Context: an optimization exercise on an open-source flow, tuned for small area. The choices shown serve that exercise and are no tape-out recipe.
In this exercise RTL edits were held to simulation tests only and were not proved equivalent to the original.
No activity file was given, so power comes from the tool's default toggle rates.

===== flow/sine_lut.mem =====
00000000
00000001
00000011
00000100
00000110
00001000
00001001
00001011
00001100
00001110
00001111
00010001
00010011
00010100
00010110
00010111
00011001
00011010
00011100
00011101
00011111
00100000
00100010
00100011
00100101
00100110
00101000
00101001
00101011
00101100
00101110
00101111
00110001
00110010
00110100
00110101
00110110
00111000
00111001
00111011
00111100
00111101
00111111
01000000
01000001
01000010
01000100
01000101
01000110
01001000
01001001
01001010
01001011
01001101
01001110
01001111
01010000
01010010
01010011
01010100
01010101
01010110
01011000
01011001
01011010
01011011
01011100
01011101
01011110
01011111
01100000
01100001
01100010
01100011
01100100
01100101
01100110
01100111
01101000
01101001
01101010
01101011
01101011
01101100
01101101
01101110
01101111
01101111
01110000
01110001
01110010
01110010
01110011
01110100
01110100
01110101
01110110
01110110
01110111
01110111
01111000
01111000
01111001
01111001
01111010
01111010
01111011
01111011
01111011
01111100
01111100
01111100
01111101
01111101
01111101
01111110
01111110
01111110
01111110
01111110
01111111
01111111
01111111
01111111
01111111
01111111
01111111
01111111
01111111
01111111
01111111
01111111
01111111
01111111
01111111
01111111
01111111
01111110
01111110
01111110
01111110
01111110
01111101
01111101
01111101
01111100
01111100
01111100
01111011
01111011
01111011
01111010
01111010
01111001
01111001
01111000
01111000
01110111
01110111
01110110
01110110
01110101
01110100
01110100
01110011
01110010
01110010
01110001
01110000
01101111
01101111
01101110
01101101
01101100
01101011
01101011
01101010
01101001
01101000
01100111
01100110
01100101
01100100
01100011
01100010
01100001
01100000
01011111
01011110
01011101
01011100
01011011
01011010
01011001
01011000
01010110
01010101
01010100
01010011
01010010
01010000
01001111
01001110
01001101
01001011
01001010
01001001
01001000
01000110
01000101
01000100
01000010
01000001
01000000
00111111
00111101
00111100
00111011
00111001
00111000
00110110
00110101
00110100
00110010
00110001
00101111
00101110
00101100
00101011
00101001
00101000
00100110
00100101
00100011
00100010
00100000
00011111
00011101
00011100
00011010
00011001
00010111
00010110
00010100
00010011
00010001
00001111
00001110
00001100
00001011
00001001
00001000
00000110
00000100
00000011
00000001
00000000
11111111
11111101
11111100
11111010
11111000
11110111
11110101
11110100
11110010
11110001
11101111
11101101
11101100
11101010
11101001
11100111
11100110
11100100
11100011
11100001
11100000
11011110
11011101
11011011
11011010
11011000
11010111
11010101
11010100
11010010
11010001
11001111
11001110
11001100
11001011
11001010
11001000
11000111
11000101
11000100
11000011
11000001
11000000
10111111
10111110
10111100
10111011
10111010
10111000
10110111
10110110
10110101
10110011
10110010
10110001
10110000
10101110
10101101
10101100
10101011
10101010
10101000
10100111
10100110
10100101
10100100
10100011
10100010
10100001
10100000
10011111
10011110
10011101
10011100
10011011
10011010
10011001
10011000
10010111
10010110
10010101
10010101
10010100
10010011
10010010
10010001
10010001
10010000
10001111
10001110
10001110
10001101
10001100
10001100
10001011
10001010
10001010
10001001
10001001
10001000
10001000
10000111
10000111
10000110
10000110
10000101
10000101
10000101
10000100
10000100
10000100
10000011
10000011
10000011
10000010
10000010
10000010
10000010
10000010
10000001
10000001
10000001
10000001
10000001
10000001
10000001
10000001
10000001
10000001
10000001
10000001
10000001
10000001
10000001
10000001
10000001
10000010
10000010
10000010
10000010
10000010
10000011
10000011
10000011
10000100
10000100
10000100
10000101
10000101
10000101
10000110
10000110
10000111
10000111
10001000
10001000
10001001
10001001
10001010
10001010
10001011
10001100
10001100
10001101
10001110
10001110
10001111
10010000
10010001
10010001
10010010
10010011
10010100
10010101
10010101
10010110
10010111
10011000
10011001
10011010
10011011
10011100
10011101
10011110
10011111
10100000
10100001
10100010
10100011
10100100
10100101
10100110
10100111
10101000
10101010
10101011
10101100
10101101
10101110
10110000
10110001
10110010
10110011
10110101
10110110
10110111
10111000
10111010
10111011
10111100
10111110
10111111
11000000
11000001
11000011
11000100
11000101
11000111
11001000
11001010
11001011
11001100
11001110
11001111
11010001
11010010
11010100
11010101
11010111
11011000
11011010
11011011
11011101
11011110
11100000
11100001
11100011
11100100
11100110
11100111
11101001
11101010
11101100
11101101
11101111
11110001
11110010
11110100
11110101
11110111
11111000
11111010
11111100
11111101
11111111

===== flow/run.sh =====
#!/bin/bash
# synth_recipe.tcl (not shown) runs the flow's synth.tcl, then flattens the netlist and writes it again
# the make line also repeats each setting of config.mk as NAME=value (left out here)
make -C /OpenROAD-flow-scripts/flow DESIGN_CONFIG=/design/flow/config.mk WORK_HOME=/design/flow/orfs CLKGATE_MAP_FILE= SYNTH_SCRIPT=/design/flow/synth_recipe.tcl finish

===== flow/config.mk =====
export PLATFORM = sky130hd
export DESIGN_NAME = freq_shift
export DESIGN_NICKNAME = freq_shift
export VERILOG_FILES = /design/flow/design.v
export SDC_FILE = /design/flow/constraint.sdc
export NUM_CORES = 4
export LEC_CHECK = 0
export CAP_MARGIN = 20
export CORE_MARGIN = 2
export CORE_UTILIZATION = 40
export SLEW_MARGIN = 20

===== flow/constraint.sdc =====
create_clock -name core_clock -period 6.0 [get_ports {clk}]
set_input_delay 1.2000 -clock core_clock [delete_from_list [all_inputs] [get_ports {clk}]]
set_output_delay 1.2000 -clock core_clock [all_outputs]
set_load 0.01 [all_outputs]

===== flow/design.v =====
`timescale 1ns/1ns
module cpx_multiply #(parameter xi_bits = 12,
		                  parameter xq_bits = 12,
		                  parameter yi_bits = 12,
		                  parameter yq_bits = 12,
		                  parameter i_bits = 24,
		                  parameter q_bits = 24
		                  )
   (input clk,
    input                      rst,
    input                      m_axis_tready,
    input                      m_axis_tvalid,
    input signed [xi_bits-1:0] xi,
    input signed [xq_bits-1:0] xq,
    input signed [yi_bits-1:0] yi,
    input signed [yq_bits-1:0] yq,
    output reg                 s_axis_tready,
    output signed [i_bits-1:0] i,
    output signed [q_bits-1:0] q,
    output reg                 s_axis_tvalid
    );
   reg [2:0]                   pipeline;
   reg signed [(xi_bits + yi_bits)-1:0] 	   i_sub;
   reg signed [(xi_bits + yi_bits)-1:0]      i_sub_out;
   reg signed [(xq_bits + yq_bits)-1:0]      q_add;
   reg signed [(xq_bits + yq_bits)-1:0]      q_add_out;
   reg signed [(xi_bits + yi_bits)-1:0]      xu;
   reg signed [(xi_bits + yi_bits)-1:0]      xu_out;
   reg signed [(xq_bits + yq_bits)-1:0]      yv;
   reg signed [(xq_bits + yq_bits)-1:0]      yv_out;
   reg signed [(xi_bits + yq_bits)-1:0]      xv;
   reg signed [(xi_bits + yq_bits)-1:0]      xv_out;
   reg signed [(xq_bits + yi_bits)-1:0]      yu;
   reg signed [(xq_bits + yi_bits)-1:0]      yu_out;
   assign i = i_sub_out[(xi_bits+yi_bits)-1: (xi_bits+yi_bits-i_bits)];
   assign q = q_add_out[(xq_bits+yq_bits)-1: (xq_bits+yq_bits-q_bits)];
   always @(posedge clk) begin
      if (rst) begin
         xu <= 'd0;
         yv <= 'd0;
         xv <= 'd0;
         yu <= 'd0;
      end else if (m_axis_tvalid & s_axis_tready) begin
         xu <= xi * yi;
         yv <= xq * yq;
         xv <= xi * yq;
         yu <= xq * yi;
      end else begin
         xu <= xu;
         yv <= yv;
         xv <= xv;
         yu <= yu;
      end  
   end
   always @(posedge clk) begin
      if (rst) begin
         xu_out <= 'd0;
         yv_out <= 'd0;
         xv_out <= 'd0;
         yu_out <= 'd0;
         i_sub <= 'd0;
         i_sub_out <= 'd0;
         q_add <= 'd0;
         q_add_out <= 'd0;
      end else if(m_axis_tready) begin
         xu_out <= xu;
         yv_out <= yv;
         xv_out <= xv;
         yu_out <= yu;
         i_sub <= xu_out - yv_out;
         i_sub_out <= i_sub;
         q_add <= xv_out + yu_out;
         q_add_out <= q_add;
      end  
      else begin
         xu_out <= xu_out;
         yv_out <= yv_out;
         xv_out <= xv_out;
         yu_out <= yu_out;
         i_sub <= i_sub;
         i_sub_out <= i_sub_out;
         q_add <= q_add;
         q_add_out <= q_add_out;
      end  
   end  
   always @(posedge clk) begin
      if (rst) begin
         pipeline <= 3'b0;
         s_axis_tvalid <= 1'b0;
      end else begin
         if(m_axis_tvalid & s_axis_tready) begin
            pipeline <= (pipeline << 1) | {2'b00, m_axis_tready};
         end else if (m_axis_tready) begin
            pipeline <= (pipeline << 1);
         end
         s_axis_tvalid <= pipeline[2];
      end
   end  
   always @(posedge clk) begin
      if (rst) begin
         s_axis_tready <= 1'b0;
      end else begin
         s_axis_tready <= m_axis_tready | ~pipeline[0];
      end
   end
endmodule  
`timescale 1ns/1ns
module sig_gen #(parameter phase_bits = 12,
                 parameter n_bits = 8,
                 parameter lut_length = 511
                 )
   (input clk,
    input                            rst,
    input                            m_axis_freq_step_tvalid,
    input [phase_bits - 1: 0]        freq_step,
    input                            m_axis_data_tready,
    output reg signed [n_bits - 1:0] cosine,
    output reg signed [n_bits - 1:0] sine,
    output reg                       s_axis_data_tvalid);
   reg [phase_bits - 1:0] phase;
   reg [phase_bits - 1:0] phase_4;
   reg signed [n_bits -1:0] lut [0:lut_length];
   reg [phase_bits - 1:0]   freq_step_buff;
   reg [1:0]                freq_step_set;
   wire                     phase_increment_m_axis_condition;
   wire                     phase_increment_step_condition;
   wire                     s_axis_valid_condition;
   assign phase_increment_m_axis_condition = (m_axis_data_tready & (freq_step_set[1] | freq_step_set[0]));
   assign phase_increment_step_condition = freq_step_set[0] & ~freq_step_set[1];
   assign s_axis_valid_condition = (freq_step_set[0] & ~freq_step_set[1]) | (m_axis_data_tready & freq_step_set[1]);
   initial begin
      $readmemb("sine_lut.mem", lut);
   end
   always @(posedge clk) begin
      if (rst) begin
         freq_step_buff <= 'd0;
         freq_step_set <= 2'b0;
      end else begin
         if (m_axis_freq_step_tvalid) begin
            freq_step_buff <= freq_step;
            freq_step_set[0] <= 1'b1;
         end else begin
            freq_step_set[0] <= freq_step_set[0];
         end
         if (freq_step_set[1] & m_axis_freq_step_tvalid) begin
            if (freq_step_buff != freq_step) begin
               freq_step_set[1] <= 1'b0;
            end else begin
               freq_step_set[1] <= freq_step_set[0];
            end
         end
         else begin
            freq_step_set[1] <= freq_step_set[0];
         end
      end
   end
   always @(posedge clk) begin
      if (rst) begin
         phase <= {phase_bits{1'b0}};
         phase_4 <= {phase_bits{1'b1}} / 'd4;
      end
      else if (m_axis_freq_step_tvalid & phase_increment_m_axis_condition) begin
         phase <= phase + freq_step;
         phase_4 <= phase_4 + freq_step;
      end
      else if (phase_increment_step_condition | phase_increment_m_axis_condition) begin
         phase <= phase + freq_step_buff;
         phase_4 <= phase_4 + freq_step_buff;
      end
      else begin
         phase <= phase;
         phase_4 <= phase_4;
      end
   end  
   always @(posedge clk) begin
      if (rst) begin
         sine <= 'd0;
         cosine <= 'd0;
         s_axis_data_tvalid <= 1'b0;
      end
      else if (s_axis_valid_condition) begin
         sine <= lut[phase[phase_bits - 1:phase_bits - n_bits - 1]];
         cosine <= lut[phase_4[phase_bits - 1:phase_bits - n_bits - 1]];
         s_axis_data_tvalid <= 1'b1;
      end
      else begin
         sine <= sine;
         cosine <= cosine;
         s_axis_data_tvalid <= freq_step_set[1];
      end
   end  
endmodule  
`timescale 1ns/1ns
module freq_shift #(parameter phase_bits = 12,
                    parameter i_bits = 12,
                    parameter q_bits = 12
                    )
   (                        input clk,
                            input                        rst,
                            input                        m_axis_tvalid,
                            input [phase_bits - 1:0]     freq_step,
                            input                        freq_step_valid,
                            input                        neg_shift,
                            input signed [i_bits - 1:0]  xi,
                            input signed [q_bits - 1:0]  xq,
                            output                       s_axis_tready,
                            input                        m_axis_tready,
                            output signed [i_bits - 1:0] i,
                            output signed [q_bits - 1:0] q,
                            output                       s_axis_tvalid
                            );
   wire                                                  m_axis_sig_gen_tready;
   wire signed [7:0]                                     cosine;
   reg signed [7:0]                                      cosine_buff;
   wire signed [7:0]                                     sine;
   reg signed [7:0]                                      sine_buff;
   wire                                                  s_axis_sig_gen_tvalid;
   reg                                                   s_axis_sig_gen_tvalid_buff;
   wire                                                  m_axis_mult_tvalid;
   reg                                                   m_axis_tvalid_buff;
   wire                                                  s_axis_mult_tready;
   reg                                                   s_axis_mult_tready_buff;
   reg signed [i_bits - 1:0]                             xi_buff;
   reg signed [q_bits - 1:0]                             xq_buff;
   reg                                                   neg_shift_buff;
   reg                                                   freq_step_valid_set_buff;
   wire                                                  freq_step_set;
   assign freq_step_set = freq_step_valid_set_buff;
   always @(posedge clk) begin
      if (rst) begin
         s_axis_sig_gen_tvalid_buff <= 1'b0;
         s_axis_mult_tready_buff <= 1'b0;
         m_axis_tvalid_buff <= 1'b0;
         neg_shift_buff <= 1'b0;
         freq_step_valid_set_buff <= 1'b0;
      end else begin
         s_axis_sig_gen_tvalid_buff <= s_axis_sig_gen_tvalid;
         s_axis_mult_tready_buff <= s_axis_mult_tready;
         m_axis_tvalid_buff <= m_axis_tvalid;
         if (freq_step_valid) begin
            neg_shift_buff <= neg_shift;
            freq_step_valid_set_buff <= 1'b1;
         end
      end
   end
   always @(posedge clk) begin
      if (rst) begin
         cosine_buff <= 'd0;
         sine_buff <= 'd0;
         xi_buff <= 'd0;
         xq_buff <= 'd0;
      end
      else if (s_axis_sig_gen_tvalid && m_axis_tvalid) begin
         cosine_buff <= cosine;
         if (neg_shift_buff) begin
            sine_buff <= sine * -'d1;
         end else begin
            sine_buff <= sine;
         end
         xi_buff <= xi;
         xq_buff <= xq;
      end else begin
         cosine_buff <= cosine_buff;
         sine_buff <= sine_buff;
         xi_buff <= xi_buff;
         xq_buff <= xq_buff;
      end  
   end  
   assign m_axis_sig_gen_tready = m_axis_tvalid;
   assign s_axis_tready = s_axis_mult_tready_buff & freq_step_set;
   assign m_axis_mult_tvalid = s_axis_sig_gen_tvalid_buff & m_axis_tvalid_buff;
   sig_gen #(.phase_bits(12),
             .n_bits(8),
             .lut_length(511)) fq_sig_gen(.clk(clk),
                                          .rst(rst),
                                          .m_axis_data_tready(m_axis_sig_gen_tready),
                                          .m_axis_freq_step_tvalid(freq_step_valid),
                                          .freq_step(freq_step),
                                          .cosine(cosine),
                                          .sine(sine),
                                          .s_axis_data_tvalid(s_axis_sig_gen_tvalid));
   cpx_multiply #(.xi_bits(i_bits),
                  .xq_bits(q_bits),
                  .yi_bits(8),
                  .yq_bits(8),
                  .i_bits(i_bits),
                  .q_bits(q_bits)) freq_mult(.clk(clk),
                                             .rst(rst),
                                             .m_axis_tready(m_axis_tready),
                                             .m_axis_tvalid(m_axis_mult_tvalid),
                                             .xi(xi_buff),
                                             .xq(xq_buff),
                                             .yi(cosine_buff),
                                             .yq(sine_buff),
                                             .s_axis_tready(s_axis_mult_tready),
                                             .i(i),
                                             .q(q),
                                             .s_axis_tvalid(s_axis_tvalid));
endmodule

==> summary.md <==
| Metric | Value |
|---|---|
| Outcome | complete, no violations |
| RSZ-0062 raised after global routing | false |
| Combinational Power Share | 26.4% |
| Period utilisation layout | 88.6% |
| Via density | 5.45 |
| TritonCTS buffer count | 39 |
| IO buf count | 67 |
| Reg clk slew, reported paths | 70 ps |
| Global-route wire length before repair | 148000 um |
| Fmax | 188 MHz |
| CTS Buffer Depth | 3 |
| Synth warnings | 3 |
| Layout Utilization | 43.8% |
| Distinct cells, synth | 80 |
| Commonest cells post-synth | 471 x inv_1, 443 x nand2_1, 337 x nor2_1 |
| Routed wire per std cell | 18.1 um |
| Min-delay worst type | register to register |
| Clk sinks | 312 |
| PwrDens | 178 nW/um^2 |
| All-layer global routing usage | 21.5% |
| Initial antenna violation count | 4 |
| Fraction of layout cells with a size suffix above 1 | 4.71% |
| Top cells by area, synth | fa_1 20%, dfxtp_1 19%, ha_1 9.4%, inv_1 5.4%, nand2_1 5.1% |
| Worst slew pin tran | 1130 ps |
| Core region area | 81700 sq um |
| EDFF count, synth | 0 |
| Setup bufs post-CTS | 0 |
| Cells after Synth | 4039 |
| Setup CP Type | register to register |
| Die span in y | 291 um |
| Grt ovf | 0 |
| Final setup violation count | 0 |
| CTS root buffer | clkbuf_16 |
| Hold Buf Count CTS | 0 |
| Cell Area, Synth | 32900 sq um |
| Initial DRC Count | 2083 |
| Post-synth ARST share | 0% |
| P&R area growth vs syn | 8.93% |
| Final WL | 91500 um |
| Slew Viols, Final | 0 |
| Count leader, synth | inv_1 |
| Placer Congestion | 0.926 |
| Initial cell density of the core | 40.2% |
| Largest area contributor in the netlist | fa_1 |
| Post-synth top area share | 19.9% |
| Detailed-router iteration count before antenna repair | 6 |
| CP Data Required Time | 6470 ps |
| Syn nets | 4656 |
| Post-route DRC | 0 |
| Synthesis-stage register bit count | 312 |
| Avg Inst Size Synth | 8.14 sq um |
| H-tree Lvls | 2 |
| Setup crit end kind | register |
| Die footprint | 84500 sq um |
| Relative slew slack | 24.5% |
| Clock skew | 53.4 ps |
| Vias in the first global route | 26839 |
| DRT antenna net count | 0 |
| Crit-path max FO | 13 |
| Routed vias | 27615 |
| Final Hold Viols | 0 |
| Top_reg_cell synth | dfxtp_1 |
| Max VDD drop | 0.000191 V |
| Final HPWL DP | 68300 um |
| Sequential Power Share | 35.1% |
| Switching Share | 34.1% |
| Crit path arrival time | 5790 ps |
| Tmin final | 5320 ps |
| Gates resized, CTS repair | 0 |
| Die width | 291 um |
| Lkg Pwr | 0.0161 uW |
| Setup TNS | 0 ps |
| Startpoint types | register |
| # nets final | 4581 |
| Ports | 68 |
| MaxCap Viol Count | 0 |
| Diodes inserted | 0 |
| Internal cell power | 4210 uW |
| Register area share after synthesis | 19.0% |
| Num rows | 105 |
| CTS tree | built |
| Pin count of the biggest net entering global routing | 118 |
| Clock latency (worst-skew pair) | 600 ps |
| Clock share of power | 38.5% |
| Net switching power | 2180 uW |
power by group through the flow:
stage | Combinational, uW | Clock (uW) | Sequential [uW]
2_1_floorplan | 1290 | 0 | 2210
3_3_place_gp | 1660 | 0 | 2290
4_1_cts | 1670 | 2530 | 2240
3_5_place_dp | 1660 | 0 | 2290
5_1_grt | 1870 | 2600 | 2250
6_report | 1690 | 2460 | 2240
area by class of cell:
cell class / instances / area (sq um)
inverter: 473 / 1780
tap: 1070 / 1340
sequential: 312 / 6250
timing repair buffer: 143 / 1250
clock buffer: 53 / 1090
clock inverter: 18 / 254
fill: 8334 / 45900
multi-input combinational: 2995 / 23900
state kept, by name, summed over array words and instances (netlist names), 20 cells and up:
| name | flops |
|---|---|
| freq_mult.xu | 20 |
| freq_mult.xu_out | 20 |
| freq_mult.xv | 20 |
| freq_mult.xv_out | 20 |
| freq_mult.yu | 20 |
| freq_mult.yu_out | 20 |
| freq_mult.yv | 20 |
| freq_mult.yv_out | 20 |
per-stage QoR:
step / cell area (sq um) / setup WS (ps) / power (uW) / instances / hold slack [ps]
final: 35800 / 683 / 6390 / 5064 / 450
after global routing: 35800 / 375 / 6730 / 5064 / 465
after CTS: 35800 / 703 / 6440 / 5064 / 453
after detailed placement: 34500 / 721 / 3950 / 4993 / 446
after global placement: 34500 / 800 / 3940 / 4993 / 439
after floorplan: 32900 / 1200 / 3500 / 4039 / 425
critical path, stage by stage, from the launching register on:
cell,delay (ps)
dfxtp_1,510
inv_1,360
buf_4,300
fa_1,510
fa_1,510
inv_1,50
fa_1,530
inv_1,50
fa_1,470
inv_1,40
ha_1,290
o21ai_0,110
a21boi_0,180
o211ai_1,240
a21oi_1,140
nor3_1,420
nor3_1,110
or3_1,370
kinds of logic (layout without fill, tap and decap cells):
group,Yosys count,after routing,synth area share [%]
DFF,312,312,19.0
and+or+nand+nor,1292,1292,18.2
muxes,168,168,5.40
adders and majority gates,575,575,29.3
xor gates and xnor gates,123,123,3.28
buffers and inverters,732,687,8.50
AOI/OAI and AO/OA,837,837,16.3
metal layers:
metal	global-route usage (%)	routed length, um	vias to the layer above
li1	-	-	13317
met1	28.8	40500	13427
met2	36.6	44500	715
met3	2.53	4150	148
met4	5.57	2260	8
met5	0	57	-
path summary, 6_finish.rpt:
check,startpoint,to,slack [ps],cells after the start
max,cosine_buff[7],freq_mult.yu[18],680,17
min reg2reg,freq_mult.yu[6],freq_mult.yu[6],450,2
max reg2reg,cosine_buff[7],freq_mult.yu[18],680,17
min,freq_mult.yu[6],freq_mult.yu[6],450,2
layout by cell type, fill, tap and decap left out, types with 67 or more instances in the layout:
cell,count
inv_1,471
nand2_1,443
nor2_1,337
fa_1,327
dfxtp_1,306
a21oi_1,277
ha_1,248
and2_1,236
o21ai_0,173
mux2i_1,147
xnor2_1,88
buf_4,76
nand3_1,70
nor3_1,67

[what the ideal ports hide]
No port has a modelled driver above. Below, the same layout with a new extraction and two added sets of constraints. Step 1 (the two cells are an assumption about what drives the block):
set clk [get_ports {clk}]
set_driving_cell -lib_cell sky130_fd_sc_hd__clkbuf_16 $clk
set_driving_cell -lib_cell sky130_fd_sc_hd__buf_2 [delete_from_list [all_inputs] $clk]
Step 2 moves the port delays by t, midway between the first and last clock arrival at a register: inputs arrive t later, outputs are due t later. That takes back most of the time a late clock gives input paths. Slacks: ideal ports / drivers / drivers and shift; pairs: ideal ports / drivers.
t, ns: 0.643
slack for setup (ns): 0.683 / 0.683 / 0.683
worst setup path after step 2: register to register
After both steps setup and hold are still met in this run. The setup slack of this run moves by 0.000 ns with the drivers and by 0.000 ns with both steps.
